Context: an optimization exercise on an open-source flow, tuned for small area, a short achievable clock period and few clock cycles per item. The choices shown serve that exercise and are no tape-out recipe.
RTL that was checked went through simulation tests only; none was proved equivalent to the original.
Function not checked in runs 3 to 6: the RTL went through the layout flow alone.
Power is estimated from default activity; no workload was simulated.

**config.mk**
```make
export PLATFORM = sky130hd
export DESIGN_NAME = div_unit
export DESIGN_NICKNAME = div_unit
export VERILOG_FILES = /design/flow/design.v
export SDC_FILE = /design/flow/constraint.sdc
export NUM_CORES = 4
export LEC_CHECK = 0
export ABC_AREA = 1
export CAP_MARGIN = 20
export CORE_MARGIN = 2
export CORE_UTILIZATION = 40
export PLACE_DENSITY = 0.6
export SLEW_MARGIN = 20
```
**constraint.sdc**
```tcl
create_clock -name core_clock -period 5.5 [get_ports {clk}]
set_input_delay 1.1000 -clock core_clock [delete_from_list [all_inputs] [get_ports {clk}]]
set_output_delay 1.1000 -clock core_clock [all_outputs]
set_load 0.01 [all_outputs]
```
**design.v**
```verilog
package mem_types;
    localparam NUM_SETS = 32;
    localparam NUM_ISETS= 32;
    typedef struct packed {  
        logic [(31-($clog2(NUM_SETS)+5)):00] tag;
        logic [($clog2(NUM_SETS)-1):00] set_addr;
        logic [04:00] offset;
        logic   [31:0]  ufp_addr;
        logic   [3:0]   ufp_rmask;
        logic   [3:0]   ufp_wmask;
        logic   [31:0]  ufp_wdata;
    } cache_t;
    typedef struct packed {  
        logic [(31-($clog2(NUM_ISETS)+5)):00] tag;
        logic [($clog2(NUM_ISETS)-1):00] set_addr;
        logic [04:00] offset;
        logic   [31:0]  ufp_addr;
        logic   [3:0]   ufp_rmask;
        logic   [3:0]   ufp_wmask;
        logic   [31:0]  ufp_wdata;
    } icache_t;
endpackage : mem_types
package rv32i_types;
    localparam NUM_ARCH_REG = 32;
    localparam NUM_ROB_ENTRIES = 8;
    localparam NUM_PHYS_REG = NUM_ROB_ENTRIES+ 32;
    localparam PHYS_REG_IDX = $clog2(NUM_PHYS_REG) - 1;
    localparam ARCH_REG_IDX = $clog2(NUM_ARCH_REG) - 1;
    localparam NUM_RS_ENTRIES = 2;
    localparam ST_Q_ENTRIES = 2;  
    localparam LD_RS_ENTRIES = 2;  
    localparam BRANCH_PRED_M = 1;
    localparam NUM_ORDER = 10;
    typedef struct packed {
        logic valid;
        logic [63:0] order;
        logic [31:0] inst;
        logic [ARCH_REG_IDX:0] rs1_addr, rs2_addr, rd_addr;
        logic [31:0] rs1_rdata, rs2_rdata, rd_wdata;
        logic [31:0] pc_rdata;
        logic [31:0] pc_wdata;
        logic [31:0] mem_addr;
        logic [3:0] mem_rmask;
        logic [3:0] mem_wmask;
        logic [31:0] mem_rdata;
        logic [31:0] mem_wdata;
    } rvfi_t;
    typedef struct packed {
        logic [ARCH_REG_IDX:0] rd;
        logic [PHYS_REG_IDX:0] pd;
        logic valid;
        logic [$clog2(NUM_ROB_ENTRIES)-1:0] rob_entry_idx;
        logic [31:0] rs1_value, rs2_value, value;
        logic [6:0]  opcode;
        logic [31:0] pc;
        logic [31:0] calculated_pc_next;
        logic [31:0] mem_addr;
        logic [3:0]  mem_rmask;
        logic [3:0]  mem_wmask;
        logic [31:0]  mem_rdata;
        logic [31:0]  mem_wdata;
    } cdb_entry_t; 
    typedef struct packed {
        logic   [31:0]  inst;  
        logic   [31:0]  pc;
        logic   [31:0]  pc_next;  
        logic           valid;  
        logic   [PHYS_REG_IDX:0]   ps1_s, ps2_s, pd_s;
        logic   [ARCH_REG_IDX:0]  rd_s, rs1_s, rs2_s;
        logic   ps1_valid, ps2_valid;
        logic   [2:0]   funct3;
        logic   [6:0]   funct7;
        logic   [6:0]   opcode;
        logic   [31:0]  imm;
        logic   [63:0]  order;
        logic   [BRANCH_PRED_M - 1:0]   br_hist;
        logic           regf_we;
    } decode_rename_to_dispatch_t;  
    typedef struct packed {
        logic [PHYS_REG_IDX:0] pd;
        logic [ARCH_REG_IDX:0] rs1, rs2, rd;
        logic           write_en;  
    } decode_rename_to_RAT_t;  
    typedef struct packed {
        logic [PHYS_REG_IDX:0] ps1, ps2;
        logic ps1_valid, ps2_valid;
    } RAT_to_decode_rename_t;  
    typedef struct packed {
        logic [ARCH_REG_IDX:0] rd;
        logic [PHYS_REG_IDX:0] pd;
        logic [31:0] pc;
        logic [31:0] pc_next;
        logic [63:0] order;
        logic [6:0] opcode;
        logic [31:0] calculated_pc_next;
        logic   [BRANCH_PRED_M - 1:0]   br_hist;
    } dispatch_to_ROB_only_data_t;  
    typedef struct packed {
        dispatch_to_ROB_only_data_t dispatch_to_ROB_only_data;  
        rvfi_t rvfi;
        logic enqueue_rob;
    } dispatch_to_ROB_t;
    typedef struct packed {
        logic commit;
        dispatch_to_ROB_only_data_t dispatch_data;
        rvfi_t rvfi;
    } ROB_entry_t;
    typedef struct packed {
        logic [($clog2(NUM_ROB_ENTRIES)-1):0] rob_entry_idx;
        logic is_rob_full;
    } ROB_to_dispatch_t;  
    typedef struct packed {
        ROB_entry_t rob_entry;
        logic is_rob_empty;
    } ROB_to_RRF_t;
    typedef struct packed {
        logic dequeue;
    } RRF_to_ROB_t;
    typedef struct packed {
        logic ps1_valid, ps2_valid;
        logic [PHYS_REG_IDX:0] ps1, ps2, pd;
        logic [ARCH_REG_IDX:0] rd;
        logic [2:0] funct3;
        logic [6:0] funct7;
        logic [6:0] opcode;
        logic [31:0] imm;
        logic [$clog2(NUM_ROB_ENTRIES)-1:0] rob_entry_idx;
        logic [31:0] pc;
        logic valid;
    } dispatch_to_rs_t;
    typedef struct packed {
        logic ps1_valid, ps2_valid;
        logic [PHYS_REG_IDX:0] ps1, ps2, pd;
        logic [ARCH_REG_IDX:0] rd;
        logic [2:0] funct3;
        logic [6:0] opcode;
        logic [31:0] imm;
        logic [$clog2(NUM_ROB_ENTRIES)-1:0] rob_entry_idx;
        logic [31:0] pc;
        logic valid;
    } dispatch_to_lsq_t;
    typedef struct packed {
        logic ps1_valid, ps2_valid;
        logic [PHYS_REG_IDX:0] ps1, ps2, pd;
        logic [ARCH_REG_IDX:0] rd;
        logic [2:0] funct3;
        logic [6:0] funct7;
        logic [6:0] opcode;
        logic [31:0] imm;
        logic [$clog2(NUM_ROB_ENTRIES)-1:0] rob_entry_idx;
        logic [31:0] pc;
        logic valid;
    } rs_to_alu_t;
       typedef struct packed {
        logic ps1_valid, ps2_valid;
        logic [PHYS_REG_IDX:0] ps1, ps2, pd;
        logic [ARCH_REG_IDX:0] rd;
        logic [2:0] funct3;
        logic [6:0] funct7;
        logic [6:0] opcode;
        logic [31:0] imm;
        logic [$clog2(NUM_ROB_ENTRIES)-1:0] rob_entry_idx;
        logic [31:0] pc;
        logic valid;
    } rs_to_br_t;
    typedef struct packed {
        logic ps1_valid, ps2_valid;
        logic [PHYS_REG_IDX:0] ps1, ps2, pd;
        logic [ARCH_REG_IDX:0] rd;
        logic [2:0] funct3;
        logic [6:0] funct7;
        logic [6:0] opcode;
        logic [31:0] imm;
        logic [$clog2(NUM_ROB_ENTRIES)-1:0] rob_entry_idx;
        logic [31:0] pc;
        logic valid;
    } rs_to_mult_t;
    typedef struct packed {
        logic ps1_valid, ps2_valid;
        logic [PHYS_REG_IDX:0] ps1, ps2, pd;
        logic [ARCH_REG_IDX:0] rd;
        logic [2:0] funct3;
        logic [6:0] funct7;
        logic [6:0] opcode;
        logic [31:0] imm;
        logic [$clog2(NUM_ROB_ENTRIES)-1:0] rob_entry_idx;
        logic [31:0] pc;
        logic valid;
    } rs_to_div_t;
    typedef struct packed {
        logic [PHYS_REG_IDX:0] pd;
        logic [ARCH_REG_IDX:0] rd;
        logic [2:0] funct3;
        logic [6:0] opcode;
        logic [$clog2(NUM_ROB_ENTRIES)-1:0] rob_entry_idx;
        logic [31:0] pc;
        logic valid;
    } mult_pipe_t;
    typedef struct packed {
        rs_to_alu_t data;
        logic [NUM_ORDER:0] order;
    } ALU_RS_entry_t;
    typedef struct packed {
        rs_to_alu_t data;
        logic [NUM_ORDER:0] order;
    } MUL_RS_entry_t;
    typedef struct packed {
        rs_to_br_t data;
        logic [NUM_ORDER:0] order;
    } BR_RS_entry_t;
    typedef struct packed {
        dispatch_to_lsq_t data;
        logic valid;
    } lsq_entry_t;
    typedef struct packed {
       logic   [31:0]  inst;
       logic   [31:0]  pc;
       logic   [31:0]  pc_next;
       logic   [63:0]  order;
       logic           valid;  
    } fetch_to_queue;  
    typedef enum logic [6:0] {
        op_b_lui       = 7'b0110111,  
        op_b_auipc     = 7'b0010111,  
        op_b_jal       = 7'b1101111,  
        op_b_jalr      = 7'b1100111,  
        op_b_br        = 7'b1100011,  
        op_b_load      = 7'b0000011,  
        op_b_store     = 7'b0100011,  
        op_b_imm       = 7'b0010011,  
        op_b_reg       = 7'b0110011   
    } rv32i_opcode;
    typedef enum logic [6:0] {
        base           = 7'b0000000,
        variant        = 7'b0100000,
        mult           = 7'b0000001
    } funct7_t;
    typedef enum logic [2:0] {
        arith_f3_add   = 3'b000,  
        arith_f3_sll   = 3'b001,
        arith_f3_slt   = 3'b010,
        arith_f3_sltu  = 3'b011,
        arith_f3_xor   = 3'b100,
        arith_f3_sr    = 3'b101,  
        arith_f3_or    = 3'b110,
        arith_f3_and   = 3'b111
    } arith_f3_t;
    typedef enum logic [2:0] {
        load_f3_lb     = 3'b000,
        load_f3_lh     = 3'b001,
        load_f3_lw     = 3'b010,
        load_f3_lbu    = 3'b100,
        load_f3_lhu    = 3'b101
    } load_f3_t;
    typedef enum logic [2:0] {
        store_f3_sb    = 3'b000,
        store_f3_sh    = 3'b001,
        store_f3_sw    = 3'b010
    } store_f3_t;
    typedef enum logic [2:0] { 
        branch_f3_beq  = 3'b000,
        branch_f3_bne  = 3'b001,
        branch_f3_blt  = 3'b100,
        branch_f3_bge  = 3'b101,
        branch_f3_bltu = 3'b110,
        branch_f3_bgeu = 3'b111
    } branch_f3_t;
    typedef enum logic [2:0] {
        alu_op_add     = 3'b000,
        alu_op_sll     = 3'b001,
        alu_op_sra     = 3'b010,
        alu_op_sub     = 3'b011,
        alu_op_xor     = 3'b100,
        alu_op_srl     = 3'b101,
        alu_op_or      = 3'b110,
        alu_op_and     = 3'b111
    } alu_ops;
    typedef enum logic [2:0] {
        mul_op_mul      = 3'b000,
        mul_op_mulh     = 3'b001,
        mul_op_mulhsu   = 3'b010,
        mul_op_mulhu    = 3'b011,
        mul_op_div      = 3'b100,
        mul_op_divu     = 3'b101,
        mul_op_rem      = 3'b110,
        mul_op_remu     = 3'b111
    } mul_ops;
    typedef union packed {
        logic [31:0] word;
        struct packed {
            logic [11:0] i_imm;
            logic [4:0]  rs1;
            logic [2:0]  funct3;
            logic [4:0]  rd;
            rv32i_opcode opcode;
        } i_type;
        struct packed {
            logic [6:0]  funct7;
            logic [4:0]  rs2;
            logic [4:0]  rs1;
            logic [2:0]  funct3;
            logic [4:0]  rd;
            rv32i_opcode opcode;
        } r_type;
        struct packed {
            logic [11:5] imm_s_top;
            logic [4:0]  rs2;
            logic [4:0]  rs1;
            logic [2:0]  funct3;
            logic [4:0]  imm_s_bot;
            rv32i_opcode opcode;
        } s_type;
        struct packed {
            logic [11:5] imm_s_top;
            logic [4:0]  rs2;
            logic [4:0]  rs1;
            logic [2:0]  funct3;
            logic [4:0]  imm_s_bot;
            rv32i_opcode opcode;
        } b_type;
        struct packed {
            logic [31:12] imm;
            logic [4:0]   rd;
            rv32i_opcode  opcode;
        } j_type;
    } instr_t;
endpackage : rv32i_types
module div_unit
(
    input  logic        clk,
    input  logic        rst,
    input  logic        issue,           
    input  logic [2:0]  funct3,          
    input  logic [6:0]  opcode,
    input  logic [4:0]  rd,
    input  logic [5:0]  pd,
    input  logic [2:0]  rob_idx,
    input  logic [31:0] pc,
    input  logic [31:0] ps1_value,
    input  logic [31:0] ps2_value,
    output logic        ready,           
    input  logic        cdb_dequeue,     
    output logic        res_valid,
    output logic [4:0]  res_rd,
    output logic [5:0]  res_pd,
    output logic [2:0]  res_rob_idx,
    output logic [31:0] res_value,
    output logic [31:0] res_rs1_value,
    output logic [31:0] res_rs2_value,
    output logic [31:0] res_pc,
    output logic [31:0] res_pc_next,
    output logic [6:0]  res_opcode
);
function automatic logic [5:0] bitlen(input logic [31:0] x);
    bitlen = 6'd0;
    for (int i = 0; i < 32; i++)
        if (x[i]) bitlen = i + 1;
endfunction
logic s_idle, s_setup, s_iter, s_fix, s_done;
logic [31:0] a_r, b_r, pc_r;
logic [6:0]  opcode_r;
logic [4:0]  rd_r;
logic [5:0]  pd_r;
logic [2:0]  rob_r;
logic        rem_r;       
logic        sa_r, sb_r;  
logic [5:0]  n_r;         
logic [31:0] r_r;         
logic [31:0] q_r;         
logic        sgn_i, sa_i, sb_i, dbz_i, quick_i;
logic [5:0]  la_i, lb_i;
logic [6:0]  n_diff;
logic [5:0]  n_i;
assign sgn_i = ~funct3[0];
assign sa_i  = sgn_i & ps1_value[31];
assign sb_i  = sgn_i & ps2_value[31];
assign dbz_i = (ps2_value == 32'd0);
assign la_i  = bitlen(ps1_value ^ {32{sa_i}}) + {5'd0, sa_i};
assign lb_i  = bitlen(ps2_value ^ {32{sb_i}});
assign n_diff = {1'b0, la_i} - {1'b0, lb_i} + 7'd1;
assign quick_i = dbz_i | n_diff[6] | (n_diff == 7'd0);
assign n_i   = (n_diff[5] & ~n_diff[6]) ? 6'd32 : {n_diff[5:1] + {4'd0, n_diff[0]}, 1'b0};
logic [31:0] fx_in, fx_out;
logic        fx_neg;
assign fx_in  = s_setup ? a_r : (rem_r ? r_r : q_r);
assign fx_neg = s_setup ? sa_r : (rem_r ? sa_r : (sa_r ^ sb_r));
assign fx_out = (fx_in ^ {32{fx_neg}}) + {31'd0, fx_neg};
logic [31:0] rot1, rot2, rot3, rot, lowmask;
assign rot1    = n_r[1] ? {fx_out[1:0],  fx_out[31:2]}  : fx_out;
assign rot2    = n_r[2] ? {rot1[3:0],   rot1[31:4]}   : rot1;
assign rot3    = n_r[3] ? {rot2[7:0],   rot2[31:8]}   : rot2;
assign rot     = n_r[4] ? {rot3[15:0],  rot3[31:16]}  : rot3;
assign lowmask = 32'hffffffff >> n_r;
logic [35:0] r4, nb1, nb2, d1, d2, d3, cs_s, cs_c;
logic        c_b;
logic [1:0]  qdig;
logic [31:0] r_next;
assign c_b  = ~sb_r;
assign r4   = {2'b00, r_r, q_r[31:30]};
assign nb1  = {4'b1111, b_r ^ {32{c_b}}};
assign nb2  = {nb1[34:0], c_b};
assign d1   = r4 + nb1 + {35'd0, c_b};
assign d2   = r4 + nb2 + {35'd0, c_b};
assign cs_s = r4 ^ nb1 ^ nb2;
assign cs_c = {((r4[34:0] & nb1[34:0]) | (r4[34:0] & nb2[34:0]) | (nb1[34:0] & nb2[34:0])), c_b};
assign d3   = cs_s + cs_c + {35'd0, c_b};
always_comb begin
    if (!d3[35])      begin qdig = 2'd3; r_next = d3[31:0]; end
    else if (!d2[35]) begin qdig = 2'd2; r_next = d2[31:0]; end
    else if (!d1[35]) begin qdig = 2'd1; r_next = d1[31:0]; end
    else              begin qdig = 2'd0; r_next = r4[31:0]; end
end
assign ready     = s_idle | (s_done & cdb_dequeue);
assign res_valid = s_done;
always_ff @(posedge clk) begin
    if (rst) begin
        s_idle  <= 1'b1;
        s_setup <= 1'b0;
        s_iter  <= 1'b0;
        s_fix   <= 1'b0;
        s_done  <= 1'b0;
    end else begin
        s_setup <= issue & ~quick_i;
        s_iter  <= s_setup | (s_iter & (n_r != 6'd2));
        s_fix   <= s_iter & (n_r == 6'd2);
        s_done  <= (issue & quick_i) | s_fix | (s_done & ~cdb_dequeue);
        s_idle  <= (s_idle & ~issue) | (s_done & cdb_dequeue & ~issue);
    end
end
always_ff @(posedge clk) begin
    if (issue) begin
        a_r      <= ps1_value;
        b_r      <= ps2_value;
        pc_r     <= pc;
        opcode_r <= opcode;
        rd_r     <= rd;
        pd_r     <= pd;
        rob_r    <= rob_idx;
        rem_r    <= funct3[1];
        sa_r     <= sa_i;
        sb_r     <= sb_i;
        n_r      <= n_i;
    end else if (s_iter) begin
        n_r      <= n_r - 6'd2;
    end
end
always_ff @(posedge clk) begin
    if (issue) begin
        r_r <= funct3[1] ? ps1_value : {32{dbz_i}};
    end else if (s_setup) begin
        r_r <= rot & lowmask;
        q_r <= rot & ~lowmask;
    end else if (s_iter) begin
        r_r <= r_next;
        q_r <= {q_r[29:0], qdig};
    end else if (s_fix) begin
        r_r <= fx_out;
    end
end
assign res_rd        = rd_r;
assign res_pd        = pd_r;
assign res_rob_idx   = rob_r;
assign res_value     = r_r;
assign res_rs1_value = a_r;
assign res_rs2_value = b_r;
assign res_pc        = pc_r;
assign res_pc_next   = pc_r + 32'd4;
assign res_opcode    = opcode_r;
endmodule
```
**run.sh**
```bash
#!/bin/bash
# synth_recipe.tcl (not shown) runs the flow's synth.tcl, then flattens the netlist and writes it again
# the make line also repeats each setting of config.mk as NAME=value (left out here)
make -C /OpenROAD-flow-scripts/flow DESIGN_CONFIG=/design/flow/config.mk WORK_HOME=/design/flow/orfs CLKGATE_MAP_FILE= SYNTH_SCRIPT=/design/flow/synth_recipe.tcl finish
```
==> results.cfg, run 1 <==
[setup_path]
crit_type = flip-flop to output pin
crit_top_cell = nand3_1
endpoint_kind = output pin
cp.depth = 15
cp_top_family = simple AND/OR/NAND/NOR gates
crit_path_start_kind = flip-flop
crit_arrival_ns = 4.05
cp_slowest_stage_delay_ns = 0.56
slowest_stage = clkdlybuf4s50_1
worstPathRequired_ns = 4.40
critPathMaxFanout = 5
critPathBufInv = 2
reg2regPathDepth = 23
cp_cell_sequence = ha_1 > nand3_1 > nor3_1 > nand3_1 > nor4_1 > buf_4 > nand4_1 > nor2_1 > nand2_1 > nor2_1 > nand2_1 > nor3_1 > nand3_1 > xnor2_1 > clkdlybuf4s50_1

[detailed_routing]
route.detailed.vias_per_inst = 5.69
antenna_left = 0
remaining_drc_errors = 0
wl_um = 90100
drt-initial-drc-count = 2028
dr_total_vias = 21200
routedWlPerCell_um = 24.2
firstDrtPassIters = 6

[floorplan]
initial_core_util_pct = 40.7
boundaryPins = 307
dieHeight_um = 230
core_area_um2 = 50300
die-area_um2 = 52900
rows = 82
die-width_um = 230

[finish]
multi_input_area_um2 = 13500
syn2layout_area_growth_pct = 27.2
final_util_pct = 51.7
drive_above_1_share_pct = 12.7
layout_common_cells = nand2_1 (545), clkdlybuf4s50_1 (294), nand3_1 (225)
antenna_cells = 0
seq_area_um2 = 5780
nFillCells = 4889
final_common_cell = nand2_1
nets = 3323

[grt]
gr-total-overflow = 0
grt_start_max_net_pins = 66
grt_pass1_vias = 20400
grt_pass1_wl_um = 131000
antenna_found_initial = 3
grt_use_total_pct = 33.6

[synthesis]
ys_seq_area_share_pct = 28.2
syn_nets = 2925
ys_seq_elements = 194
synthCells = 2643
synth_top_flop_cell = edfxtp_1
yosysWarningCount = 1
synth_cell_types = 69
synth-xor-area-share_pct = 11.8
netlist_area_um2 = 20400
synth.area.mux_share_pct = 0.343
synth-simple-area-share_pct = 24.7
synthAdderAreaFrac_pct = 11.0
synth_edf_count = 189
async_flop_share_pct = 0
syn_avg_cell_area_um2 = 7.74
synth_top_family_by_area = simple AND/OR/NAND/NOR gates
synth_compound_area_share_pct = 17.2

[sta]
maxSlewHeadroom_pct = 41.5
worst_pin_slew_ns = 0.877
rsz0062_at_grt = true
finalWorstSetupSlack_ns = 0.346
fin_crit_sh_pct = 93.7
layout_min_cycle_time_ns = 5.15
slew_viol_final = 0
holdWs_ns = 0.478
setup_viol = 0
hold_viol = 0
finClkSkew_ns = 0.0193
max_freq_mhz = 194
tns_ns = 0

[clock_network]
path_clk_slew_ns = 0.08
clk_latency_ns = 0.50
cts_root_buf = clkbuf_16
clock_path_buffers = 2
h-tree-depth = 4
cts_tree = built
cts_hold_buffers = 0
cts_inserted_buffers = 17
cts_sinks = 194

[power]
p_leak_nw = 10.9
power_density_nw_per_um2 = 432
ir_worst_vdd_mv = 0.264

[outcome]
outcome = no timing/DRC/antenna violations

[job]
maxCapViolCount = 0

[placement]
routabilityCongestion = 1.02
port_buffers = 305
dp_hpwl_um = 74200
pre_cts_ws_ns = -0.755

[min_path]
worstHoldPathCells = 2
hold_class = flip-flop to flip-flop
tightest hold or removal path: stages, from the launching register on:
cell,delay (ns)
dfxtp_1,0.32
clkinv_1,0.07
nor3_1,0.05
cells in the mapped netlist, types with 8 or more instances:
library cell | count | area share (%)
nand2_1 | 553 | 10
nand3_1 | 229 | 5.6
a21oi_1 | 210 | 5.1
inv_1 | 191 | 3.5
edfxtp_1 | 189 | 28
nor2_1 | 164 | 3.0
xor2_1 | 154 | 6.6
o21ai_0 | 148 | 3.6
ha_1 | 123 | 7.5
xnor2_1 | 77 | 3.3
o211ai_1 | 65 | 2.4
o21ai_1 | 51 | 1.2
clkbuf_1 | 41 | 0.75
a31oi_1 | 36 | 1.1
fa_1 | 35 | 3.4
nand4_1 | 33 | 1.0
buf_2 | 30 | 0.73
nor3_1 | 22 | 0.54
nor4_1 | 21 | 0.64
inv_2 | 19 | 0.35
a21o_1 | 17 | 0.62
buf_1 | 15 | 0.28
o21ai_2 | 15 | 0.64
or2_1 | 13 | 0.40
nand3_2 | 12 | 0.59
or2_2 | 12 | 0.37
o221ai_1 | 11 | 0.47
buf_6 | 10 | 0.55
xnor2_2 | 10 | 0.80
o21a_1 | 9 | 0.33
nor2_4 | 8 | 0.44
nor3_2 | 8 | 0.39
registers in the layout (all words and copies together) (netlist names), 5 cells and up:
signal / flops
n_r: 5
q_r: 32
r_r: 32
opcode_r: 7
b_r: 32
rd_r: 5
pd_r: 6
pc_r: 32
a_r: 32
per-stage QoR:
stage | std cells | instance area (um2) | total power, mW
2_1_floorplan | 2643 | 20400 | 7.03
3_3_place_gp | 3691 | 25200 | 9.73
3_5_place_dp | 3691 | 25200 | 9.76
4_1_cts | 3723 | 25800 | 11.1
5_1_grt | 3726 | 26000 | 12.0
6_report | 3726 | 26000 | 11.2
metal layers:
layer	wire length [um]	GRT usage, %	vias up	part of all wire [%]
li1	-	-	9981	-
met1	38400	44.5	10100	43
met2	40200	52.5	935	45
met3	7760	8.06	151	8.6
met4	3750	13.7	2	4.2
met5	11	0	-	0.012
final cells by class:
cell class | instances | area share (%)
multi-input combinational | 2129 | 51.9
sequential | 194 | 22.2
timing repair buffer | 483 | 17.2
tap | 672 | 3.23
inverter | 216 | 3.19
clock buffer | 18 | 1.65
clock inverter | 14 | 0.635
power by group:
group / switching (mW) / internal [mW] / leakage, nW
clock network: 0.673 / 0.610 / 0.286
registers: 0.250 / 1.85 / 1.88
logic: 5.02 / 2.83 / 8.71
timing repair:
item,CTS,global route
gates resized for setup,16,49
gates cloned,0,0
endpoints found under the setup margin,7,9
setup buffers,0,3
pin swaps,3,16
final timing paths:
path                          start                to  slack, ns
setup / recovery  pc_r[2]$_DFFE_PP_   res_pc_next[30]       0.35
hold / removal    s_iter$_SDFF_PP0_  s_fix$_SDFF_PP0_       0.48
setup reg to reg     sb_r$_DFFE_PP_  r_r[5]$_DFFE_PP_       0.45
hold reg to reg   s_iter$_SDFF_PP0_  s_fix$_SDFF_PP0_       0.48
kinds of logic (layout without fill, tap and decap cells):
group / after synthesis / in the layout
xor gates and xnor gates: 252 / 252
adders and majority gates: 158 / 158
muxes: 7 / 7
AOI/OAI and AO/OA: 601 / 601
DFF: 194 / 194
buffers and inverters: 320 / 731
and+or+nand+nor: 1111 / 1111
Testbench counts, summed over its fixed seeds: cycles 19,868, ops 3,200.
==> run 2, diff against run 1 <==
--- a/design.v
+++ b/design.v
@@ -356,7 +356,7 @@
     for (int i = 0; i < 32; i++)
         if (x[i]) bitlen = i + 1;
 endfunction
-logic s_idle, s_setup, s_iter, s_fix, s_done;
+logic s_idle, s_setup, s_iter, s_done;
 logic [31:0] a_r, b_r, pc_r;
 logic [6:0]  opcode_r;
 logic [4:0]  rd_r;
@@ -364,6 +364,7 @@
 logic [2:0]  rob_r;
 logic        rem_r;       
 logic        sa_r, sb_r;  
+logic        quick_r;     
 logic [5:0]  n_r;         
 logic [31:0] r_r;         
 logic [31:0] q_r;         
@@ -383,7 +384,7 @@
 logic [31:0] fx_in, fx_out;
 logic        fx_neg;
 assign fx_in  = s_setup ? a_r : (rem_r ? r_r : q_r);
-assign fx_neg = s_setup ? sa_r : (rem_r ? sa_r : (sa_r ^ sb_r));
+assign fx_neg = s_setup ? sa_r : (~quick_r & (rem_r ? sa_r : (sa_r ^ sb_r)));
 assign fx_out = (fx_in ^ {32{fx_neg}}) + {31'd0, fx_neg};
 logic [31:0] rot1, rot2, rot3, rot, lowmask;
 assign rot1    = n_r[1] ? {fx_out[1:0],  fx_out[31:2]}  : fx_out;
@@ -417,13 +418,11 @@
         s_idle  <= 1'b1;
         s_setup <= 1'b0;
         s_iter  <= 1'b0;
-        s_fix   <= 1'b0;
         s_done  <= 1'b0;
     end else begin
         s_setup <= issue & ~quick_i;
         s_iter  <= s_setup | (s_iter & (n_r != 6'd2));
-        s_fix   <= s_iter & (n_r == 6'd2);
-        s_done  <= (issue & quick_i) | s_fix | (s_done & ~cdb_dequeue);
+        s_done  <= (issue & quick_i) | (s_iter & (n_r == 6'd2)) | (s_done & ~cdb_dequeue);
         s_idle  <= (s_idle & ~issue) | (s_done & cdb_dequeue & ~issue);
     end
 end
@@ -439,6 +438,7 @@
         rem_r    <= funct3[1];
         sa_r     <= sa_i;
         sb_r     <= sb_i;
+        quick_r  <= quick_i;
         n_r      <= n_i;
     end else if (s_iter) begin
         n_r      <= n_r - 6'd2;
@@ -446,21 +446,20 @@
 end
 always_ff @(posedge clk) begin
     if (issue) begin
-        r_r <= funct3[1] ? ps1_value : {32{dbz_i}};
+        r_r <= ps1_value;
+        q_r <= {32{dbz_i}};
     end else if (s_setup) begin
         r_r <= rot & lowmask;
         q_r <= rot & ~lowmask;
     end else if (s_iter) begin
         r_r <= r_next;
         q_r <= {q_r[29:0], qdig};
-    end else if (s_fix) begin
-        r_r <= fx_out;
     end
 end
 assign res_rd        = rd_r;
 assign res_pd        = pd_r;
 assign res_rob_idx   = rob_r;
-assign res_value     = r_r;
+assign res_value     = fx_out;
 assign res_rs1_value = a_r;
 assign res_rs2_value = b_r;
 assign res_pc        = pc_r;
==> flow/run.sh (new file) <==
#!/bin/bash
export BUFFER_PORTS_ARGS="-buffer_cell sky130_fd_sc_hd__buf_1"
bash standard.sh > standard.log 2>&1
==> standard.sh (new file) <==
#!/bin/bash
# synth_recipe.tcl (not shown) runs the flow's synth.tcl, then flattens the netlist and writes it again
# the make line also repeats each setting of config.mk as NAME=value (left out here)
make -C /OpenROAD-flow-scripts/flow DESIGN_CONFIG=/design/flow/config.mk WORK_HOME=/design/flow/orfs CLKGATE_MAP_FILE= SYNTH_SCRIPT=/design/flow/synth_recipe.tcl "${@:-finish}"
--- a/config.mk
+++ b/config.mk
@@ -10,4 +10,5 @@
 export CORE_MARGIN = 2
 export CORE_UTILIZATION = 40
 export PLACE_DENSITY = 0.6
+export SETUP_SLACK_MARGIN = 0.3
 export SLEW_MARGIN = 20
removed: run.sh
==> results.cfg, run 2 <==
[synthesis]
yosysWarningCount = 1
synth_top_flop_cell = edfxtp_1
syn_nets = 2930
yosys-top-cells-area = edfxtp_1 (29%), nand2_1 (12%), ha_1 (7.8%), nand3_1 (6.6%), xor2_1 (6.2%)
synth_commonest_cells = nand2_1 (659), nand3_1 (262), nor2_1 (208)
ys_seq_elements = 194
synthCells = 2648
synth_cell_types = 67
synth_edf_count = 190
ys_seq_area_share_pct = 29.2
async_flop_share_pct = 0
yosysTopAreaCellShare_pct = 28.8
synth_most_common_cell = nand2_1
netlist_area_um2 = 19800
syn_avg_cell_area_um2 = 7.48
netlist.top_cell.by_area = edfxtp_1

[power]
ir_worst_vdd_mv = 0.305
p_leak_nw = 9.71
power_density_nw_per_um2 = 624
p_total_mw = 14.4

[finish]
drive_above_1_share_pct = 9.10
final_common_cell = nand2_1
layout_common_cells = nand2_1 (653), buf_1 (302), nand3_1 (259)
fin_cells = 3678
syn2layout_area_growth_pct = 16.7
nFillCells = 4986
nets = 3281

[sta]
finClkSkew_ns = 0.0238
setup_viol = 0
hold_viol = 0
worst_pin_slew_ns = 1.06
tns_ns = 0
layout_min_cycle_time_ns = 5.29
fin_crit_sh_pct = 96.2
maxSlewHeadroom_pct = 28.8
slew_viol_final = 0
max_freq_mhz = 189
rsz0062_at_grt = true
finalWorstSetupSlack_ns = 0.207

[detailed_routing]
drt-initial-drc-count = 1944
route.detailed.vias_per_inst = 5.50
routedWlPerCell_um = 20.7
firstDrtPassIters = 5
antenna_left = 0
wl_um = 76200
dr_total_vias = 20200
remaining_drc_errors = 0

[clock_network]
path_clk_slew_ns = 0.08
clock_path_buffers = 2
cts_inserted_buffers = 17
clk_latency_ns = 0.49
cts_root_buf = clkbuf_16
h-tree-depth = 4
cts_tree = built
cts_sinks = 194

[floorplan]
boundaryPins = 307
rows = 81
die-width_um = 227
dieHeight_um = 227
core_area_um2 = 49000
die-area_um2 = 51300
initial_core_util_pct = 40.5

[setup_path]
crit_top_cell = nand2_1
startpoint = funct3[0]
reg2regPathDepth = 20
r2r_slack_ns = 0.59
slowest_stage = ha_1
cp.depth = 50
endpoint_kind = flip-flop
cp_top_family = simple AND/OR/NAND/NOR gates
cp-endpoint = n_r[5]$_DFFE_PP_
r2r-start = sb_r$_DFFE_PP_
crit_path_start_kind = primary input
cp_slowest_stage_delay_ns = 0.30
critPathBufInv = 6
crit_arrival_ns = 5.48
worstPathRequired_ns = 5.69
critPathMaxFanout = 3
worstReg2RegEnd = r_r[24]$_DFFE_PP_
crit_type = primary input to flip-flop

[placement]
dp.cells = 3636
routabilityCongestion = 0.981
port_buffers = 305
pre_cts_ws_ns = -0.460
dp_hpwl_um = 61900

[grt]
grt_pass1_vias = 19000
grt_start_max_net_pins = 143
antenna_found_initial = 1
grt_pass1_wl_um = 113000
gr-total-overflow = 0
grt_use_total_pct = 29.4

[outcome]
outcome = no timing/DRC/antenna violations

[job]
maxCapViolCount = 0

[min_path]
hold_class = flip-flop to flip-flop
-- run 2: power breakdown --
part	switching (mW)	internal, mW
Clock	0.651	0.612
Combinational	6.89	3.82
Sequential	0.443	2.01
Total	7.99	6.45
-- run 2: layout make-up --
class	count	area (um2)	area share, %
antenna	2	5.00	0.0216
clock buffer	19	433	1.87
clock inverter	13	151	0.655
inverter	205	786	3.40
multi-input combinational	2151	13000	56.0
sequential	194	5790	25.0
tap	664	831	3.59
timing repair buffer	430	2170	9.40
-- run 2: per-stage QoR --
| step | instance area, um2 | util (%) | hold WS, ns |
|---|---|---|---|
| global route | 23100 | 47.2 | 0.526 |
| global placement | 22300 | 45.5 | 0.461 |
| detailed placement | 22300 | 45.5 | 0.483 |
| finish | 23100 | 47.2 | 0.495 |
| CTS | 23000 | 47.1 | 0.494 |
| floorplan | 19800 | - | 0.444 |
-- run 2: worst min-delay path by stage --
stage,cells past startpoint,startpoint,slack (ns),to
floorplan,2,s_iter$_SDFF_PP0_,0.44,s_iter$_SDFF_PP0_
global route,2,s_iter$_SDFF_PP0_,0.53,s_iter$_SDFF_PP0_
detailed placement,2,s_iter$_SDFF_PP0_,0.48,s_iter$_SDFF_PP0_
CTS,2,s_iter$_SDFF_PP0_,0.49,s_iter$_SDFF_PP0_
global placement,2,s_iter$_SDFF_PP0_,0.46,s_iter$_SDFF_PP0_
finish,2,s_iter$_SDFF_PP0_,0.50,s_iter$_SDFF_PP0_
-- run 2: worst reg2reg max path, cell delays in order (launching register included) --
cell,delay [ns]
edfxtp_1,0.46
buf_4,0.20
xor2_1,0.26
inv_1,0.18
fa_1,0.56
fa_1,0.45
nand3_1,0.09
nand2_1,0.09
a31oi_1,0.24
o21ai_0,0.17
a21boi_1,0.32
inv_1,0.13
a21oi_1,0.28
o21ai_0,0.18
nand2_1,0.09
o211ai_1,0.14
a21oi_1,0.22
xor2_1,0.16
a21oi_1,0.08
a21oi_1,0.25
a21oi_1,0.11
-- run 2: timing repair --
action	in CTS	in global routing
gates resized for setup	27	17
buffers inserted	6	1
hold buffers	0	0
pin swaps	18	20
endpoints found under the setup margin	12	16
cloned	0	1
-- run 2: kinds of logic (layout without fill, tap and decap cells) --
family / count (synthesis) / in the layout / share of synthesized area (%)
AOI/OAI and AO/OA: 493 / 494 / 14.2
xor gates and xnor gates: 251 / 251 / 11.6
adders and majority gates: 158 / 158 / 11.3
buffers and inverters: 304 / 667 / 6.40
DFF: 194 / 194 / 29.2
muxes: 3 / 3 / 0.152
other: 0 / 2 / 0
and+or+nand+nor: 1245 / 1245 / 27.1
-- run 2: layer usage --
layer	routed length [um]	GRT usage (%)
met2	34300	46.3
met4	2370	9.63
met5	0	0
met3	6310	5.84
met1	33200	40.4
==> run 3, diff against run 2 <==
--- a/design.v
+++ b/design.v
@@ -356,6 +356,22 @@
     for (int i = 0; i < 32; i++)
         if (x[i]) bitlen = i + 1;
 endfunction
+function automatic logic [31:0] or_down(input logic [31:0] x);
+    or_down = x;
+    or_down = or_down | (or_down >> 1);
+    or_down = or_down | (or_down >> 2);
+    or_down = or_down | (or_down >> 4);
+    or_down = or_down | (or_down >> 8);
+    or_down = or_down | (or_down >> 16);
+endfunction
+function automatic logic [31:0] or_up(input logic [31:0] x);
+    or_up = x << 1;
+    or_up = or_up | (or_up << 1);
+    or_up = or_up | (or_up << 2);
+    or_up = or_up | (or_up << 4);
+    or_up = or_up | (or_up << 8);
+    or_up = or_up | (or_up << 16);
+endfunction
 logic s_idle, s_setup, s_iter, s_done;
 logic [31:0] a_r, b_r, pc_r;
 logic [6:0]  opcode_r;
@@ -365,33 +381,34 @@
 logic        rem_r;       
 logic        sa_r, sb_r;  
 logic        quick_r;     
+logic [5:0]  lb_r;        
 logic [5:0]  n_r;         
 logic [31:0] r_r;         
 logic [31:0] q_r;         
 logic        sgn_i, sa_i, sb_i, dbz_i, quick_i;
-logic [5:0]  la_i, lb_i;
-logic [6:0]  n_diff;
-logic [5:0]  n_i;
+logic [31:0] ma_i, mb_i, pa_i;
 assign sgn_i = ~funct3[0];
 assign sa_i  = sgn_i & ps1_value[31];
 assign sb_i  = sgn_i & ps2_value[31];
 assign dbz_i = (ps2_value == 32'd0);
-assign la_i  = bitlen(ps1_value ^ {32{sa_i}}) + {5'd0, sa_i};
-assign lb_i  = bitlen(ps2_value ^ {32{sb_i}});
-assign n_diff = {1'b0, la_i} - {1'b0, lb_i} + 7'd1;
-assign quick_i = dbz_i | n_diff[6] | (n_diff == 7'd0);
-assign n_i   = (n_diff[5] & ~n_diff[6]) ? 6'd32 : {n_diff[5:1] + {4'd0, n_diff[0]}, 1'b0};
+assign ma_i  = ps1_value ^ {32{sa_i}};
+assign mb_i  = ps2_value ^ {32{sb_i}};
+assign pa_i  = or_down(ma_i);
+assign quick_i = dbz_i | (|(mb_i & ~(sa_i ? {pa_i[30:0], 1'b1} : pa_i)));
 logic [31:0] fx_in, fx_out;
 logic        fx_neg;
-assign fx_in  = s_setup ? a_r : (rem_r ? r_r : q_r);
+assign fx_in  = (s_setup | (quick_r & rem_r)) ? a_r : (rem_r ? r_r : q_r);
 assign fx_neg = s_setup ? sa_r : (~quick_r & (rem_r ? sa_r : (sa_r ^ sb_r)));
-assign fx_out = (fx_in ^ {32{fx_neg}}) + {31'd0, fx_neg};
+assign fx_out = fx_in ^ ({32{fx_neg}} & or_up(fx_in));
+logic [5:0]  n_diff, n_set;
+assign n_diff = n_r - lb_r + 6'd1;
+assign n_set  = n_diff[5] ? 6'd32 : {n_diff[5:1] + {4'd0, n_diff[0]}, 1'b0};
 logic [31:0] rot1, rot2, rot3, rot, lowmask;
-assign rot1    = n_r[1] ? {fx_out[1:0],  fx_out[31:2]}  : fx_out;
-assign rot2    = n_r[2] ? {rot1[3:0],   rot1[31:4]}   : rot1;
-assign rot3    = n_r[3] ? {rot2[7:0],   rot2[31:8]}   : rot2;
-assign rot     = n_r[4] ? {rot3[15:0],  rot3[31:16]}  : rot3;
-assign lowmask = 32'hffffffff >> n_r;
+assign rot1    = n_set[1] ? {fx_out[1:0], fx_out[31:2]} : fx_out;
+assign rot2    = n_set[2] ? {rot1[3:0],   rot1[31:4]}   : rot1;
+assign rot3    = n_set[3] ? {rot2[7:0],   rot2[31:8]}   : rot2;
+assign rot     = n_set[4] ? {rot3[15:0],  rot3[31:16]}  : rot3;
+assign lowmask = 32'hffffffff >> n_set;
 logic [35:0] r4, nb1, nb2, d1, d2, d3, cs_s, cs_c;
 logic        c_b;
 logic [1:0]  qdig;
@@ -439,14 +456,16 @@
         sa_r     <= sa_i;
         sb_r     <= sb_i;
         quick_r  <= quick_i;
-        n_r      <= n_i;
+        lb_r     <= bitlen(mb_i);
+        n_r      <= bitlen(ma_i) + {5'd0, sa_i};
+    end else if (s_setup) begin
+        n_r      <= n_set;
     end else if (s_iter) begin
         n_r      <= n_r - 6'd2;
     end
 end
 always_ff @(posedge clk) begin
     if (issue) begin
-        r_r <= ps1_value;
         q_r <= {32{dbz_i}};
     end else if (s_setup) begin
         r_r <= rot & lowmask;
@@ -456,6 +475,8 @@
         q_r <= {q_r[29:0], qdig};
     end
 end
+logic [31:0] pc_carry;
+assign pc_carry = {~or_up(~{pc_r[31:2], 2'b11})};
 assign res_rd        = rd_r;
 assign res_pd        = pd_r;
 assign res_rob_idx   = rob_r;
@@ -463,6 +484,6 @@
 assign res_rs1_value = a_r;
 assign res_rs2_value = b_r;
 assign res_pc        = pc_r;
-assign res_pc_next   = pc_r + 32'd4;
+assign res_pc_next   = {pc_r[31:2] ^ pc_carry[31:2], pc_r[1:0]};
 assign res_opcode    = opcode_r;
 endmodule
--- a/config.mk
+++ b/config.mk
@@ -10,5 +10,5 @@
 export CORE_MARGIN = 2
 export CORE_UTILIZATION = 40
 export PLACE_DENSITY = 0.6
-export SETUP_SLACK_MARGIN = 0.3
+export SETUP_SLACK_MARGIN = 1.5
 export SLEW_MARGIN = 20
==> results.cfg, run 3 <==
[floorplan]
initial_core_util_pct = 40.4
core_area_um2 = 47600
die-area_um2 = 49900
rows = 80
boundaryPins = 307
dieHeight_um = 223
die-width_um = 223

[synthesis]
yosysWarningCount = 1
synth_most_common_cell = nand2_1
netlist.top_cell.by_area = edfxtp_1
yosysTopAreaCellShare_pct = 30.7
yosys-top-cells-area = edfxtp_1 (31%), nand2_1 (11%), ha_1 (7.3%), xor2_1 (6.1%), nand3_1 (5.6%)
netlist_area_um2 = 19200
synth_cell_types = 65
syn_nets = 2774
synth_commonest_cells = nand2_1 (555), inv_1 (240), nand3_1 (214)
synth_top_flop_cell = edfxtp_1
ys_seq_elements = 201
async_flop_share_pct = 0
ys_seq_area_share_pct = 31.1
syn_avg_cell_area_um2 = 7.69
synthCells = 2502
synth_edf_count = 197

[setup_path]
cp_cell_sequence = buf_6 > a21oi_4 > buf_12 > buf_12 > o211ai_1 > o21ai_1 > and2_1 > nand3_1 > inv_2 > nand3_4 > nor2_4 > nand4_1 > nand2_2 > o21ai_2 > xnor2_2 > buf_2
crit_path_start_kind = flip-flop
reg2regPathDepth = 29
r2r-start = rem_r$_DFFE_PP_
cp_slowest_stage_delay_ns = 0.38
worstReg2RegEnd = q_r[0]$_DFFE_PP_
endpoint_kind = output pin
worstPathRequired_ns = 4.40
crit_arrival_ns = 3.63
r2r_slack_ns = 1.13
crit_type = flip-flop to output pin
crit_top_cell = buf_12
critPathMaxFanout = 18
slowest_stage = edfxtp_1

[sta]
tns_ns = 0
worst_pin_slew_ns = 0.953
hold_viol = 0
fin_crit_sh_pct = 86.1
maxSlewHeadroom_pct = 36.5
holdWs_ns = 0.503
rsz0062_at_grt = true
layout_min_cycle_time_ns = 4.73
slew_viol_final = 0
setup_viol = 0
max_freq_mhz = 211
finClkSkew_ns = 0.0176

[grt]
grt_use_total_pct = 31.3
antenna_found_initial = 4
grt_pass1_wl_um = 119000
grt_start_max_net_pins = 73
grt_pass1_vias = 20300
gr-total-overflow = 0

[clock_network]
cts_inserted_buffers = 23
h-tree-depth = 1
cts_sinks = 201
clk_latency_ns = 0.54
cts_root_buf = clkbuf_16
path_clk_slew_ns = 0.06
cts_tree = built
cts_hold_buffers = 0
clock_path_buffers = 3

[placement]
dp_hpwl_um = 60400
port_buffers = 305
routabilityCongestion = 0.985
dp.cells = 3379

[finish]
drive_above_1_share_pct = 28.0
final_util_pct = 58.2
final_common_cell = nand2_1
syn2layout_area_growth_pct = 44.0
fin_cells = 3690
nets = 3331
layout_common_cells = nand2_1 (485), buf_1 (270), inv_1 (225)

[min_path]
worstHoldPathCells = 2
hold_class = flip-flop to flip-flop
holdPathEnd = s_done$_SDFF_PP0_
hp-start = s_done$_SDFF_PP0_

[power]
ir_worst_vdd_mv = 0.280
p_leak_nw = 11.4
power_density_nw_per_um2 = 388

[detailed_routing]
routedWlPerCell_um = 22.3
route.detailed.vias_per_inst = 5.71
antenna_left = 0
wl_um = 82300
dr_total_vias = 21100
remaining_drc_errors = 0
firstDrtPassIters = 6
drt-initial-drc-count = 1959

[outcome]
outcome = no timing/DRC/antenna violations

[job]
maxCapViolCount = 0
==> run 3: area by class of cell <==
| class | count | area (um2) |
|---|---|---|
| Antenna cell | 1 | 2.50 |
| Sequential cell | 201 | 6000 |
| Clock inverter | 15 | 205 |
| Tap cell | 615 | 769 |
| Multi-Input combinational cell | 1961 | 14800 |
| Timing Repair inverter | 2 | 12.5 |
| Clock buffer | 25 | 583 |
| Fill cell | 4164 | 19900 |
| Inverter | 253 | 990 |
| Timing Repair Buffer | 617 | 4350 |
==> run 3: metrics by stage <==
step | cell area, um2 | setup WS, ns | power, mW
after detailed placement | 21200 | 0.525 | 7.14
after floorplan | 19300 | 1.50 | 5.62
after CTS | 25900 | 0.824 | 10.0
final | 27700 | 0.767 | 10.8
after global routing | 27700 | 0.670 | 11.4
after global placement | 21200 | 0.513 | 7.10
==> run 3: worst max-delay path, delay by kind of cell, from the launching register on <==
kind / cells / cell delay [ns]
compound gates: 4 / 0.67
xor+xnor: 1 / 0.23
buf+inv: 5 / 0.76
flops: 1 / 0.38
simple gates: 6 / 1.02
==> run 3: repair_timing <==
| item | CTS | global route |
|---|---|---|
| setup endpoints to repair | 111 | 111 |
| pin swaps | 135 | 119 |
| buffers inserted | 182 | 71 |
| gates resized for setup | 487 | 294 |
| cloned | 14 | 3 |
==> run 3: metal layers <==
layer	track usage, %	share of wire (%)
met4	13.8	5.1
met3	5.10	7.5
met5	0	0.019
met2	55.0	49
met1	37.8	38
==> run 3: logic make-up after synthesis <==
kind of cell,after synthesis,synth area share (%)
buffers and inverters,345,7.19
xor gates and xnor gates,236,10.8
DFF,201,31.1
muxes,6,0.312
adders and majority gates,148,11.0
AOI/OAI and AO/OA,560,17.2
and+or+nand+nor,1006,22.4
==> run 3: worst max path at each step <==
| stage | start | end |
|---|---|---|
| detailed placement | funct3[0] | s_done$_SDFF_PP0_ |
| finish | rem_r$_DFFE_PP_ | res_value[29] |
| floorplan | sb_r$_DFFE_PP_ | r_r[28]$_DFFE_PP_ |
| global route | rem_r$_DFFE_PP_ | res_value[29] |
| global placement | funct3[0] | s_done$_SDFF_PP0_ |
| CTS | rem_r$_DFFE_PP_ | res_value[31] |
==> run 3: where the power goes <==
group,switching [mW],internal (mW),leakage (nW)
Clock,0.642,0.998,0.383
Sequential,0.142,1.88,1.95
Combinational,4.41,2.69,9.11
Total,5.20,5.56,11.4
==> run 4, diff against run 3 <==
--- a/config.mk
+++ b/config.mk
@@ -10,5 +10,5 @@
 export CORE_MARGIN = 2
 export CORE_UTILIZATION = 40
 export PLACE_DENSITY = 0.6
-export SETUP_SLACK_MARGIN = 1.5
+export SETUP_SLACK_MARGIN = 2.0
 export SLEW_MARGIN = 20
==> results.cfg, run 4 <==
[outcome]
outcome = no timing/DRC/antenna violations

[clock_network]
cts_tree = built
cts_sinks = 201
cts_hold_buffers = 0
clk_latency_ns = 0.55
h-tree-depth = 1
cts_inserted_buffers = 25
cts_root_buf = clkbuf_16
path_clk_slew_ns = 0.05
clock_path_buffers = 3

[sta]
rsz0062_at_grt = true
worst_pin_slew_ns = 1.20
slew_viol_final = 0
fin_crit_sh_pct = 87.3
max_freq_mhz = 208
layout_min_cycle_time_ns = 4.80
maxSlewHeadroom_pct = 19.5
finClkSkew_ns = 0.0163
setup_viol = 0
tns_ns = 0
hold_viol = 0

[floorplan]
die-area_um2 = 49900
dieHeight_um = 223
initial_core_util_pct = 40.4
boundaryPins = 307
core_area_um2 = 47600
rows = 80
die-width_um = 223

[synthesis]
synth_commonest_cells = nand2_1 (555), inv_1 (240), nand3_1 (214)
synthCells = 2502
async_flop_share_pct = 0
synth_top_flop_cell = edfxtp_1
syn_nets = 2774
netlist_area_um2 = 19200
syn_avg_cell_area_um2 = 7.69
netlist.top_cell.by_area = edfxtp_1
yosysTopAreaCellShare_pct = 30.7
synth_cell_types = 65
synth_most_common_cell = nand2_1
ys_seq_elements = 201
synth_edf_count = 197
yosys-top-cells-area = edfxtp_1 (31%), nand2_1 (11%), ha_1 (7.3%), xor2_1 (6.1%), nand3_1 (5.6%)
ys_seq_area_share_pct = 31.1
yosysWarningCount = 1

[setup_path]
endpoint_kind = output pin
crit_arrival_ns = 3.70
cp-endpoint = res_value[27]
critPathMaxFanout = 12
r2r-start = rem_r$_DFFE_PP_
crit_path_start_kind = flip-flop
worstReg2RegEnd = q_r[31]$_DFFE_PP_
crit_type = flip-flop to output pin
worstPathRequired_ns = 4.40
reg2regPathDepth = 30
startpoint = rem_r$_DFFE_PP_
r2r_slack_ns = 0.78

[power]
p_total_mw = 11.7
ir_worst_vdd_mv = 0.293
p_leak_nw = 12.3
clockPowerShare_pct = 14.2
p_seq_share_pct = 17.2
power_density_nw_per_um2 = 392
p_sw_mw = 5.80
p_comb_share_pct = 68.5
switching_share_pct = 49.7
internal-power_mw = 5.88

[grt]
grt_pass1_vias = 21100
grt_use_total_pct = 33.5
grt_start_max_net_pins = 82
gr-total-overflow = 0
grt_pass1_wl_um = 127000
antenna_found_initial = 1

[finish]
nFillCells = 3923
layout_common_cells = nand2_1 (469), buf_1 (259), buf_4 (244)
nets = 3408
syn2layout_area_growth_pct = 54.8
drive_above_1_share_pct = 33.3
final_common_cell = nand2_1

[detailed_routing]
remaining_drc_errors = 0
antenna_left = 0
firstDrtPassIters = 8
wl_um = 90000
drt-initial-drc-count = 2171
route.detailed.vias_per_inst = 5.83
routedWlPerCell_um = 23.9
dr_total_vias = 22000

[min_path]
hold_class = flip-flop to flip-flop

[job]
maxCapViolCount = 0

[placement]
routabilityCongestion = 1.02
dp_hpwl_um = 62700
port_buffers = 305
run 4: final cells by class:
type | count | area, um2 | area share (%)
Inverter | 253 | 995 | 3.34
Antenna cell | 1 | 2.50 | 0.00840
Clock inverter | 12 | 143 | 0.479
Timing Repair inverter | 2 | 12.5 | 0.0420
Sequential cell | 201 | 6000 | 20.1
Timing Repair Buffer | 693 | 5370 | 18.0
Clock buffer | 32 | 662 | 2.22
Tap cell | 615 | 769 | 2.58
Multi-Input combinational cell | 1960 | 15800 | 53.2
run 4: logic make-up (layout without fill, tap and decap cells):
logic type,Yosys count,in the layout,share of synthesized area [%]
AO/OA/AOI/OAI,560,560,17.2
XOR/XNOR,236,236,10.8
adder cells (fa/ha/maj),148,148,11.0
buffers and inverters,345,992,7.19
multiplexers,6,6,0.312
AND/OR/NAND/NOR,1006,1010,22.4
flip-flops,201,201,31.1
other,0,1,0
run 4: repair_timing:
item,in CTS,in global routing
endpoints found under the setup margin,122,121
pin swaps,167,182
buffers inserted,231,94
resized for setup,627,316
gates cloned,21,8
run 4: power groups by stage:
| stage | Combinational [mW] | Clock [mW] | Sequential, mW |
|---|---|---|---|
| finish | 8.01 | 1.66 | 2.01 |
| global route | 8.49 | 1.73 | 2.02 |
| CTS | 6.82 | 1.67 | 2.00 |
| detailed placement | 5.25 | 0 | 2.02 |
| global placement | 5.21 | 0 | 2.02 |
| floorplan | 3.70 | 0 | 2.01 |
run 4: routing by layer:
metal	wire length (um)	part of all wire, %	vias to the layer above	track usage [%]
li1	-	-	9893	-
met1	34300	38	10600	41.4
met2	42900	48	1176	56.7
met3	7620	8.5	332	6.64
met4	5210	5.8	0	15.4
met5	0	0	-	0
run 4: worst max-delay path, cell delays in order (launching register included):
cell and delay (ns):
edfxtp_1 0.38, buf_6 0.15, buf_6 0.13, bufbuf_16 0.27, nand2_2 0.06, o211ai_1 0.26
o21ai_1 0.23, nand2_2 0.12, nor2_4 0.16, nand2_4 0.08, nor2_8 0.13, nand3_4 0.09
nor2_4 0.23, nand4_1 0.19, buf_4 0.22, o21ai_4 0.13, xor2_2 0.17, buf_2 0.16
run 4: worst min-delay path by stage:
stage	to	cells past startpoint	from	slack, ns
finish	s_done$_SDFF_PP0_	2	s_iter$_SDFF_PP0_	0.52
global route	s_done$_SDFF_PP0_	2	s_iter$_SDFF_PP0_	0.53
CTS	s_done$_SDFF_PP0_	2	s_iter$_SDFF_PP0_	0.52
detailed placement	s_done$_SDFF_PP0_	2	s_iter$_SDFF_PP0_	0.52
global placement	s_done$_SDFF_PP0_	2	s_iter$_SDFF_PP0_	0.51
floorplan	s_done$_SDFF_PP0_	2	s_iter$_SDFF_PP0_	0.45
run 4: stage by stage:
step	util [%]	area [um2]	setup slack, ns	hold WS, ns	cells
2_1_floorplan	-	19800	1.65	0.454	2502
3_3_place_gp	45.1	21500	0.516	0.513	3370
3_5_place_dp	45.1	21500	0.450	0.517	3370
4_1_cts	57.7	27500	0.849	0.522	3666
5_1_grt	62.5	29800	0.561	0.531	3769
6_report	62.5	29800	0.698	0.522	3769
==> run 5, diff against run 4 <==
--- a/config.mk
+++ b/config.mk
@@ -10,5 +10,5 @@
 export CORE_MARGIN = 2
 export CORE_UTILIZATION = 40
 export PLACE_DENSITY = 0.6
-export SETUP_SLACK_MARGIN = 2.0
+export SETUP_SLACK_MARGIN = 1.0
 export SLEW_MARGIN = 20
==> results.cfg, run 5 <==
[outcome]
outcome = no timing/DRC/antenna violations

[grt]
grt_use_total_pct = 29.1
grt_pass1_vias = 18800
gr-total-overflow = 0
grt_pass1_wl_um = 110000
antenna_found_initial = 1
grt_start_max_net_pins = 73

[synthesis]
yosysWarningCount = 1
yosysTopAreaCellShare_pct = 30.7
synthAdderAreaFrac_pct = 11.0
syn_avg_cell_area_um2 = 7.69
synth_commonest_cells = nand2_1 (555), inv_1 (240), nand3_1 (214)
synth_top_family_by_area = simple AND/OR/NAND/NOR gates
synth_top_flop_cell = edfxtp_1
synth_most_common_cell = nand2_1
synth.area.mux_share_pct = 0.312
netlist.top_cell.by_area = edfxtp_1
synthCells = 2502
synth_edf_count = 197
async_flop_share_pct = 0
ys_seq_elements = 201
netlist_area_um2 = 19200
syn_nets = 2774
synth-xor-area-share_pct = 10.8
synth_compound_area_share_pct = 17.2
ys_seq_area_share_pct = 31.1
synth_cell_types = 65
yosys-top-cells-area = edfxtp_1 (31%), nand2_1 (11%), ha_1 (7.3%), xor2_1 (6.1%), nand3_1 (5.6%)
synth-simple-area-share_pct = 22.4

[placement]
placed_area_um2 = 21200
port_buffers = 305
routabilityCongestion = 0.990
dp_hpwl_um = 61400

[finish]
postLayoutCellArea_um2 = 23900
nets = 3157
syn2layout_area_growth_pct = 24.3
antenna_cells = 0
nFillCells = 4685
final_common_cell = nand2_1
seq_area_um2 = 6000
drive_above_1_share_pct = 13.6
layout_common_cells = nand2_1 (544), buf_1 (291), inv_1 (234)
multi_input_area_um2 = 13100

[power]
p_sw_mw = 4.64
switching_share_pct = 49.4
clockPowerShare_pct = 15.5
ir_worst_vdd_mv = 0.241
power_density_nw_per_um2 = 393
p_leak_nw = 9.96
p_comb_share_pct = 63.2
p_seq_share_pct = 21.3
internal-power_mw = 4.75
p_total_mw = 9.39

[sta]
finClkSkew_ns = 0.0233
maxSlewHeadroom_pct = 27.4
hold_viol = 0
setup_viol = 0
slew_viol_final = 0
rsz0062_at_grt = true
max_freq_mhz = 205
tns_ns = 0
layout_min_cycle_time_ns = 4.88
fin_crit_sh_pct = 88.8
worst_pin_slew_ns = 1.09
holdWs_ns = 0.520

[floorplan]
boundaryPins = 307
die-area_um2 = 49900
rows = 80
core_area_um2 = 47600
die-width_um = 223
dieHeight_um = 223
initial_core_util_pct = 40.4

[clock_network]
cts_tree = built
h-tree-depth = 1
cts_root_buf = clkbuf_16
path_clk_slew_ns = 0.06
clk_latency_ns = 0.54
cts_inserted_buffers = 22
clock_path_buffers = 3
cts_sinks = 201

[setup_path]
crit_type = flip-flop to output pin
slowest_stage = a21oi_4
cp_cell_sequence = buf_6 > a21oi_4 > buf_12 > o211ai_1 > o21ai_1 > and2_1 > nand3_1 > inv_2 > nand3_4 > nor2_4 > nand4_1 > o21ai_2 > xor2_2 > buf_2
critPathMaxFanout = 17
cp_top_family = compound AO/OA/AOI/OAI gates
cp_slowest_stage_delay_ns = 0.40
critPathBufInv = 4
crit_arrival_ns = 3.78
worstPathRequired_ns = 4.40
endpoint_kind = output pin
crit_path_start_kind = flip-flop

[detailed_routing]
route.detailed.vias_per_inst = 5.57
antenna_left = 0
firstDrtPassIters = 5
dr_total_vias = 19600
routedWlPerCell_um = 21.7
remaining_drc_errors = 0
wl_um = 76300
drt-initial-drc-count = 1666

[job]
maxCapViolCount = 0

[min_path]
hold_class = flip-flop to flip-flop
-- run 5: changes by cell type in the layout (fill, tap and decap cells not counted), moves of 23 or more --
| cell | delta |
|---|---|
| o21ai_4 | -27 |
| o21ai_0 | +58 |
| nand3_2 | -47 |
| a21oi_1 | +41 |
| buf_6 | -81 |
| buf_2 | -28 |
| buf_4 | -118 |
| buf_1 | +32 |
| ha_1 | +23 |
| nand3_4 | -28 |
| nand3_1 | +75 |
| nand2_2 | -54 |
| nand2_1 | +75 |
| nor2_1 | +23 |
-- run 5: layout make-up --
type / instances / area share [%]
timing repair buffer: 451 / 10.2
tap: 615 / 3.22
clock inverter: 7 / 0.350
sequential: 201 / 25.1
multi-input combinational: 1956 / 54.7
clock buffer: 29 / 2.50
inverter: 253 / 4.01
-- run 5: per-layer routing --
metal | share of wire (%) | vias to the layer above | track usage (%) | wire length (um)
li1 | - | 9360 | - | -
met1 | 40 | 9332 | 35.8 | 30800
met2 | 48 | 720 | 50.7 | 36900
met3 | 6.9 | 152 | 5.51 | 5250
met4 | 4.3 | 2 | 10.9 | 3250
met5 | 0.013 | - | 0 | 10
-- run 5: through the flow --
step / setup WS, ns / instances / util [%]
2_1_floorplan: 1.04 / 2502 / -
3_3_place_gp: 0.283 / 3388 / 44.5
3_5_place_dp: 0.236 / 3388 / 44.5
4_1_cts: 0.721 / 3463 / 47.4
5_1_grt: 0.543 / 3512 / 50.2
6_report: 0.619 / 3512 / 50.2
-- run 5: kinds of logic after synthesis --
group / count (synthesis)
DFF: 201
xor gates and xnor gates: 236
adders and majority gates: 148
and+or+nand+nor: 1006
AOI/OAI and AO/OA: 560
buffers and inverters: 345
muxes: 6
-- run 5: worst paths after layout --
kind | start | to | slack, ns | cells after the start
setup / recovery | rem_r$_DFFE_PP_ | res_value[27] | 0.62 | 14
hold / removal | s_done$_SDFF_PP0_ | s_done$_SDFF_PP0_ | 0.52 | 2
setup reg to reg | rem_r$_DFFE_PP_ | q_r[31]$_DFFE_PP_ | 0.71 | 25
hold reg to reg | s_done$_SDFF_PP0_ | s_done$_SDFF_PP0_ | 0.52 | 2
-- run 5: power by group through the flow --
stage	sequential, mW	combinational (mW)	clock, mW
3_5_place_dp	2.02	5.14	0
6_report	2.00	5.94	1.46
3_3_place_gp	2.02	5.11	0
5_1_grt	2.00	6.47	1.52
2_1_floorplan	2.00	3.59	0
4_1_cts	1.99	5.35	1.48
-- run 5: tightest hold or removal path, cell delays in order (launching register included) --
cell     delay (ns)
dfxtp_1        0.33
nand2_1        0.07
a31oi_1        0.07
-- run 5: repair_timing --
item / 4_1_cts / 5_1_grt
gates cloned: 0 / 2
hold buffers: 0 / 0
pin swaps: 19 / 49
gates resized for setup: 98 / 194
setup endpoints to repair: 61 / 89
setup buffers: 39 / 47
hold endpoints to repair: 0 / 0
==> run 6, diff against run 5 <==
--- a/config.mk
+++ b/config.mk
@@ -5,7 +5,7 @@
 export SDC_FILE = /design/flow/constraint.sdc
 export NUM_CORES = 4
 export LEC_CHECK = 0
-export ABC_AREA = 1
+export ABC_AREA = 0
 export CAP_MARGIN = 20
 export CORE_MARGIN = 2
 export CORE_UTILIZATION = 40
==> results.cfg, run 6 <==
[detailed_routing]
dr_wl_met3_um = 7600
wl_um = 87800
routedWlPerCell_um = 25.0
route.detailed.vias_per_inst = 6.27
wl_met1_um = 36200
drt-initial-drc-count = 2447
firstDrtPassIters = 6
remaining_drc_errors = 0
wl_met2_um = 39700
antenna_left = 0
highest_layer = met5
dr_total_vias = 22000

[clock_network]
cts_tree = built
path_clk_slew_ns = 0.06
clock_path_buffers = 3
h-tree-depth = 1
cts_root_buf = clkbuf_16
cts_sinks = 201
cts_hold_buffers = 0
clk_latency_ns = 0.57
cts_inserted_buffers = 25

[finish]
nets = 3073
layout_common_cells = buf_1 (301), nor2_1 (224), nand2_1 (203)
syn2layout_area_growth_pct = 21.3
drive_above_1_share_pct = 14.5
nFillCells = 4943
final_common_cell = buf_1
postLayoutCellArea_um2 = 25700
final_util_pct = 49.0

[synthesis]
netlist.top_cell.by_area = edfxtp_1
netlist_area_um2 = 21200
synth_most_common_cell = nor2_1
async_flop_share_pct = 0
synth_top_flop_cell = edfxtp_1
yosysWarningCount = 1
yosys-top-cells-area = edfxtp_1 (28%), ha_1 (6.7%), xnor2_1 (5.9%), nor2_1 (4.0%), a21oi_1 (3.9%)
synth_edf_count = 197
synth_cell_types = 103
ys_seq_area_share_pct = 28.3
syn_avg_cell_area_um2 = 8.63
synth_commonest_cells = nor2_1 (228), nand2_1 (205), edfxtp_1 (197)
ys_seq_elements = 201
yosysTopAreaCellShare_pct = 27.9
syn_nets = 2730
synthCells = 2458

[grt]
grt_start_max_net_pins = 71
gr-total-overflow = 0
grt_pass1_wl_um = 127000
grt_use_total_pct = 30.5
antenna_found_initial = 3
grt_pass1_vias = 20400

[sta]
worst_pin_slew_ns = 1.28
max_freq_mhz = 213
maxSlewHeadroom_pct = 13.8
tns_ns = 0
finalWorstSetupSlack_ns = 0.812
slew_viol_final = 0
layout_min_cycle_time_ns = 4.69
finClkSkew_ns = 0.0328
hold_viol = 0
fin_crit_sh_pct = 85.2
setup_viol = 0
rsz0062_at_grt = true

[job]
maxCapViolCount = 0

[power]
power_density_nw_per_um2 = 457
p_total_mw = 11.8
ir_worst_vdd_mv = 0.384
p_leak_nw = 9.65

[setup_path]
critPathBufInv = 4
critPathMaxFanout = 13
cp_top_family = compound AO/OA/AOI/OAI gates
slowest_stage = fa_1
cp_cell_sequence = buf_12 > buf_12 > xnor2_4 > fa_1 > ha_4 > a21o_1 > a21o_1 > a211oi_2 > nor2_1 > o21a_1 > o211ai_1 > buf_4 > a211oi_4 > o2111a_2 > a31oi_4 > nand2_4 > buf_12 > a211o_1 > a22o_1
crit_arrival_ns = 4.99
worstReg2RegEnd = r_r[12]$_DFFE_PP_
reg2regPathDepth = 19
crit_top_cell = buf_12
worstPathRequired_ns = 5.80
r2r_slack_ns = 0.81
cp_slowest_stage_delay_ns = 0.59
crit_type = flip-flop to flip-flop
crit_path_start_kind = flip-flop
endpoint_kind = flip-flop
r2r-start = sb_r$_DFFE_PP_
cp.depth = 19

[placement]
routabilityCongestion = 0.977
pre_cts_ws_ns = 0.117
dp_hpwl_um = 68000
port_buffers = 305
placed_area_um2 = 23500

[floorplan]
die-width_um = 234
core_area_um2 = 52400
die-area_um2 = 54900
dieHeight_um = 234
initial_core_util_pct = 40.4
boundaryPins = 307
rows = 84

[min_path]
holdPathEnd = s_iter$_SDFF_PP0_
hp-start = s_iter$_SDFF_PP0_
worstHoldPathCells = 2
hold_class = flip-flop to flip-flop

[outcome]
outcome = no timing/DRC/antenna violations
-- run 6: cell count changes after synthesis, moves of 58 or more --
| cell | before | now |
|---|---|---|
| a21o_1 | 9 | 67 |
| inv_1 | 240 | 77 |
| nand2_1 | 555 | 205 |
| nand3_1 | 214 | 72 |
| nor2_1 | 149 | 228 |
| o211ai_1 | 101 | 35 |
| xor2_1 | 134 | 47 |
-- run 6: what timing repair did --
| action | CTS | global route |
|---|---|---|
| pin swaps | 16 | 35 |
| setup endpoints to repair | 81 | 70 |
| setup buffers | 20 | 32 |
| gates resized for setup | 86 | 116 |
| cloned | 2 | 2 |
-- run 6: worst max path at each step --
stage	end	start	slack, ns
finish	r_r[12]$_DFFE_PP_	sb_r$_DFFE_PP_	0.81
global route	r_r[12]$_DFFE_PP_	sb_r$_DFFE_PP_	0.69
CTS	r_r[12]$_DFFE_PP_	sb_r$_DFFE_PP_	0.87
detailed placement	r_r[13]$_DFFE_PP_	sb_r$_DFFE_PP_	0.12
global placement	r_r[28]$_DFFE_PP_	sb_r$_DFFE_PP_	0.16
floorplan	r_r[16]$_DFFE_PP_	sb_r$_DFFE_PP_	1.0
-- run 6: power by group --
group	switching (mW)	total, mW	leakage, nW	internal, mW
sequential	0.187	2.13	1.96	1.94
clock	0.711	1.59	0.363	0.884
combinational	4.97	8.04	7.33	3.07
-- run 6: final cells by class --
cell class	instances	area (um2)	share of cell area, %
flip-flops and latches	201	6000	23.3
multi-input cells	2038	15200	59.3
clock buffers	31	648	2.52
repair buffers	456	2550	9.91
well taps	688	861	3.35
clock inverters	14	106	0.414
inverters	79	300	1.17
diodes	3	7.51	0.0292
-- run 6: routing by layer --
metal,up-vias,GRT usage (%)
met3,255,5.17
met4,2,13.3
met5,-,0
met2,1150,47.6
li1,9960,-
met1,10700,41.5
-- run 6: tightest hold or removal path: cells and delay by family (launching register included) --
kind            cells  cell delay [ns]
simple gates        1             0.09
compound gates      1             0.08
flops               1             0.33
-- run 6: cell families (layout without fill, tap and decap cells) --
family / count (synthesis) / in the layout / synth area share (%)
AND/OR/NAND/NOR: 838 / 839 / 19.6
AO/OA/AOI/OAI: 783 / 783 / 25.7
buffers and inverters: 220 / 580 / 4.48
flip-flops: 201 / 201 / 28.3
XOR/XNOR: 193 / 193 / 8.04
adder cells (fa/ha/maj): 148 / 148 / 9.97
multiplexers: 75 / 75 / 3.89
other: 0 / 3 / 0
-- run 6: stage by stage --
stage / cells / hold WS, ns
after floorplan: 2458 / 0.457
after global placement: 3405 / 0.469
after detailed placement: 3405 / 0.511
after CTS: 3472 / 0.524
after global routing: 3507 / 0.552
final: 3510 / 0.538

Setup slack of run 6, layout unchanged: 0.812 ns with ideal ports, 0.812 ns with driving cells assumed (clock clkbuf_16, inputs buf_2), 0.812 ns with port delays also shifted by the 0.614 ns mid clock arrival.
